From an optimization exercise on the open Yosys and OpenROAD flow, aimed at small area; shortcuts taken in it are not production practice. RTL that was checked went through simulation tests only; none was proved equivalent to the original. Power figures rest on the tool's default switching activity, not on a simulated workload.

// TOP_BRIDGE
module TOP_BRIDGE(
    input         Hclk, Hresetn,
    input  [1:0]  Htrans,
    input  [31:0] Haddr,
    input  [31:0] Hwdata,
    input  [1:0]  Hburst,
    input         Hwrite,
    input         Hsel,
    input         Pready,
    input  [31:0] Prdata,
    output        Psel,
    output [31:0] Paddr,
    output [31:0] Pdata,
    output [31:0] rdata_temp,
    output        Pwrite,
    output        Penable
);
clock: 5.0 ns
lec_check: 0
cap_margin: 0
core_area: 2.3 2.72 373.98 372.64
die_area: 0 0 376.425 376.425
place_density: 0.6
slew_margin: 0
standard.sh (not shown) runs the stock make flow with config.mk's settings and CLKGATE_MAP_FILE= SYNTH_SCRIPT=/design/flow/synth_recipe.tcl, a recipe that flattens the netlist after the stock synthesis.
==> flow/flow/run.sh <==
#!/bin/bash
# The standard layout (standard.sh) with three changes:
# - synthesis is the standard flow's own script, except that Yosys's abc maps the
#   combinational logic with flow/area.abc, an area-oriented ABC script
#   (delay-relaxed &nf mapping); flip-flop mapping is unchanged, so the
#   registers are the standard synthesis's;
# - the port buffers are the smallest buffer;
# - the clock tree uses larger sink clusters (up to 25 flip-flops per leaf
#   buffer) and no dummy loads.
# Each tool's output goes to its log under orfs/logs; make's output goes to
# standard.log.
set -euo pipefail
W=$PWD
{
  echo "proc abc {args} {"
  echo "  set i [lsearch -exact \$args -script]"
  echo "  if {\$i >= 0} { lset args [expr {\$i + 1}] $W/flow/area.abc }"
  echo "  yosys abc {*}\$args"
  echo "}"
  cat synth_recipe.tcl
} > flow_synth.tcl
sed "s#SYNTH_SCRIPT=[^ ]*#SYNTH_SCRIPT=$W/flow_synth.tcl#" standard.sh > flow_standard.sh
grep -q "SYNTH_SCRIPT=$W/flow_synth.tcl" flow_standard.sh
export BUFFER_PORTS_ARGS="-buffer_cell sky130_fd_sc_hd__buf_1"
export CTS_ARGS="-sink_clustering_enable -repair_clock_nets -dont_use_dummy_load -buf_list sky130_fd_sc_hd__clkbuf_16 -sink_clustering_size 25 -sink_clustering_max_diameter 100"
bash flow_standard.sh > standard.log 2>&1
==> flow/flow/area.abc <==
strash
dch
amap
&get -n
&st
&dch
&nf -R 1000 -p
&put
topo
stime -c
Edit:
--- a/flow/design.v
+++ b/flow/design.v
@@ -2,55 +2,46 @@
     input             Hclk,
     input             Hresetn,
     input      [1:0]  Htrans,
     input      [31:0] Haddr,
     input      [31:0] Hwdata,
     input      [1:0]  Hburst,
     input             Hwrite, Hsel, Hready,
-    input             ph,
     output reg [31:0] Haddr_temp,
     output reg [31:0] Hwdata_temp,
     output reg        valid,
     output reg        valid_n,
     output reg        Hwrite_temp
 );
 localparam [1:0] IDLE     = 2'b00;
 localparam [1:0] BUSY     = 2'b01;
 localparam [1:0] ADDRESS  = 2'b10;
 localparam [1:0] TRANSFER = 2'b11;
 reg [1:0]  present_state, next_state;
-reg [1:0]  state_n;
 reg [31:0] addr;
 reg [31:0] data;
 reg [3:0]  count, count_next;
 always @(posedge Hclk) begin
     if (!Hresetn)
         addr <= 32'b0;
     else if (present_state[1])
         addr <= Haddr;
 end
 always @(posedge Hclk) begin
     if (!Hresetn) begin
         present_state <= IDLE;
-        state_n       <= ~IDLE;
         count         <= 4'd0;
     end else begin
         present_state <= next_state;
-        state_n       <= ~next_state;
         count         <= count_next;
     end
 end
-wire data_ld   = present_state[1];
-wire data_hold = state_n[1];
-wire wd_ld     = present_state[1] && (present_state[0] || Hburst == 2'b00);
-wire wd_hold   = state_n[1] || (state_n[0] && Hburst != 2'b00);
-always @(posedge Hclk) begin
-    data        <= ~(({32{data_hold}} | (Hwdata ^ {32{ph}})) & ({32{data_ld}} | data));
-    Hwdata_temp <= ~(({32{wd_hold}} | data) & ({32{wd_ld}} | Hwdata_temp));
-end
+always @(posedge Hclk)
+    if (present_state[1])
+        data <= Hwdata;
 wire active = Hsel && Htrans[1];
 wire busy   = Hsel && (Htrans == 2'b01);
 always @* begin
     count_next = count;
     case (present_state)
         IDLE:
             if (busy)                 next_state = BUSY;
@@ -139,20 +130,23 @@
         IDLE: begin
             valid   <= 1'b0;
             valid_n <= 1'b1;
         end
         BUSY: ;
         ADDRESS: begin
             Haddr_temp <= addr;
-            if (Hburst == 2'b00)
+            if (Hburst == 2'b00) begin
+                Hwdata_temp <= data;
                 Hwrite_temp <= Hwrite;
+            end
         end
         default: begin  
             valid       <= 1'b1;
             valid_n     <= 1'b0;
+            Hwdata_temp <= data;
             Hwrite_temp <= Hwrite;
             if (Hburst != 2'b00)
                 Haddr_temp <= (Hburst == 2'b01 || below) ? Haddr_temp + 1'b1 : addr;
         end
     endcase
 end
 endmodule
@@ -275,15 +269,15 @@
 );
 wire        empty;
 wire        rd = transfer && Pready;
 wire [63:0] dout;
 FIFO_SYNC #(.WIDTH(64)) F (
     .clk(Hclk),
     .rst(!Hresetn),
-    .din({Haddr_temp ^ {32{ph}}, Hwdata_temp}),
+    .din({Haddr_temp, Hwdata_temp} ^ {64{ph}}),
     .wr_en(valid && Hwrite_temp),
     .wr_hold(valid_n || !Hwrite_temp),
     .rd_en(rd),
     .dout(dout),
     .full(full),
     .empty(empty)
 );
@@ -313,15 +307,15 @@
 wire        valid, valid_n, Hwrite_temp, popped, transfer, full;
 reg ph;
 always @(posedge Hclk)
     ph <= Hresetn && !ph;
 AHB_MASTER AS (
     .Hclk(Hclk), .Hresetn(Hresetn), .Htrans(Htrans), .Haddr(Haddr),
     .Hwdata(Hwdata), .Hburst(Hburst), .Hwrite(Hwrite), .Hsel(Hsel),
-    .Hready(!full), .ph(ph),
+    .Hready(!full),
     .Haddr_temp(Haddr_temp), .Hwdata_temp(Hwdata_temp), .valid(valid), .valid_n(valid_n),
     .Hwrite_temp(Hwrite_temp)
 );
 FIFO_CONTROL FC (
     .Hclk(Hclk), .Hresetn(Hresetn), .Haddr_temp(Haddr_temp),
     .Hwdata_temp(Hwdata_temp), .valid(valid), .valid_n(valid_n), .Hwrite_temp(Hwrite_temp),
     .Pready(Pready), .ph(ph),
Outcome: Combinational power is lower by 2.8%. Global-route usage hardly moves. Core utilization came out higher by 0.30 points. Total power is lower by 1.2%. Design area rises by 0.82%. Fmax falls by 3.5%. Count of clock-buffer cells in the layout grows by 1. Die area does not change. Worst setup slack gets worse by 140 ps. Area after synthesis rose by 0.38%. Via count hardly moves.
No functional check of the RTL was part of the first run of this note.

[what the ideal ports hide]
Ports are ideal in the flow. The routed layouts listed here were re-timed in OpenROAD.
Step 1 (the two cells are an assumption about what drives the block):
set clk [get_ports {Hclk}]
set_driving_cell -lib_cell sky130_fd_sc_hd__clkbuf_16 $clk
set_driving_cell -lib_cell sky130_fd_sc_hd__buf_2 [delete_from_list [all_inputs] $clk]
Step 2 adds t to the input delays and takes it off the output delays; t is the mean of the earliest and latest rising clock arrival at the registers after step 1. Input paths then give back, and output paths get back, about the clock's delay inside the block.
a / b / c = no drivers / after step 1 / after step 2; a / b = the first two.
run	t, ns	slack for setup (ns)	hold WS [ns]	worst setup path at the end	latest minus earliest clock arrival (ns)
the first run	0.763	0.989 / 0.878 / 0.114	0.369 / 0.369 / 0.369	input to register	0.128 / 0.127
the second run	0.732	0.845 / 0.777 / 0.045	0.360 / 0.360 / 0.360	input to register	0.126 / 0.126
After both steps setup and hold are still met in every run listed. The setup slack of the first run, which loses most, moves by -0.111 ns with the drivers and by -0.875 ns with both steps.
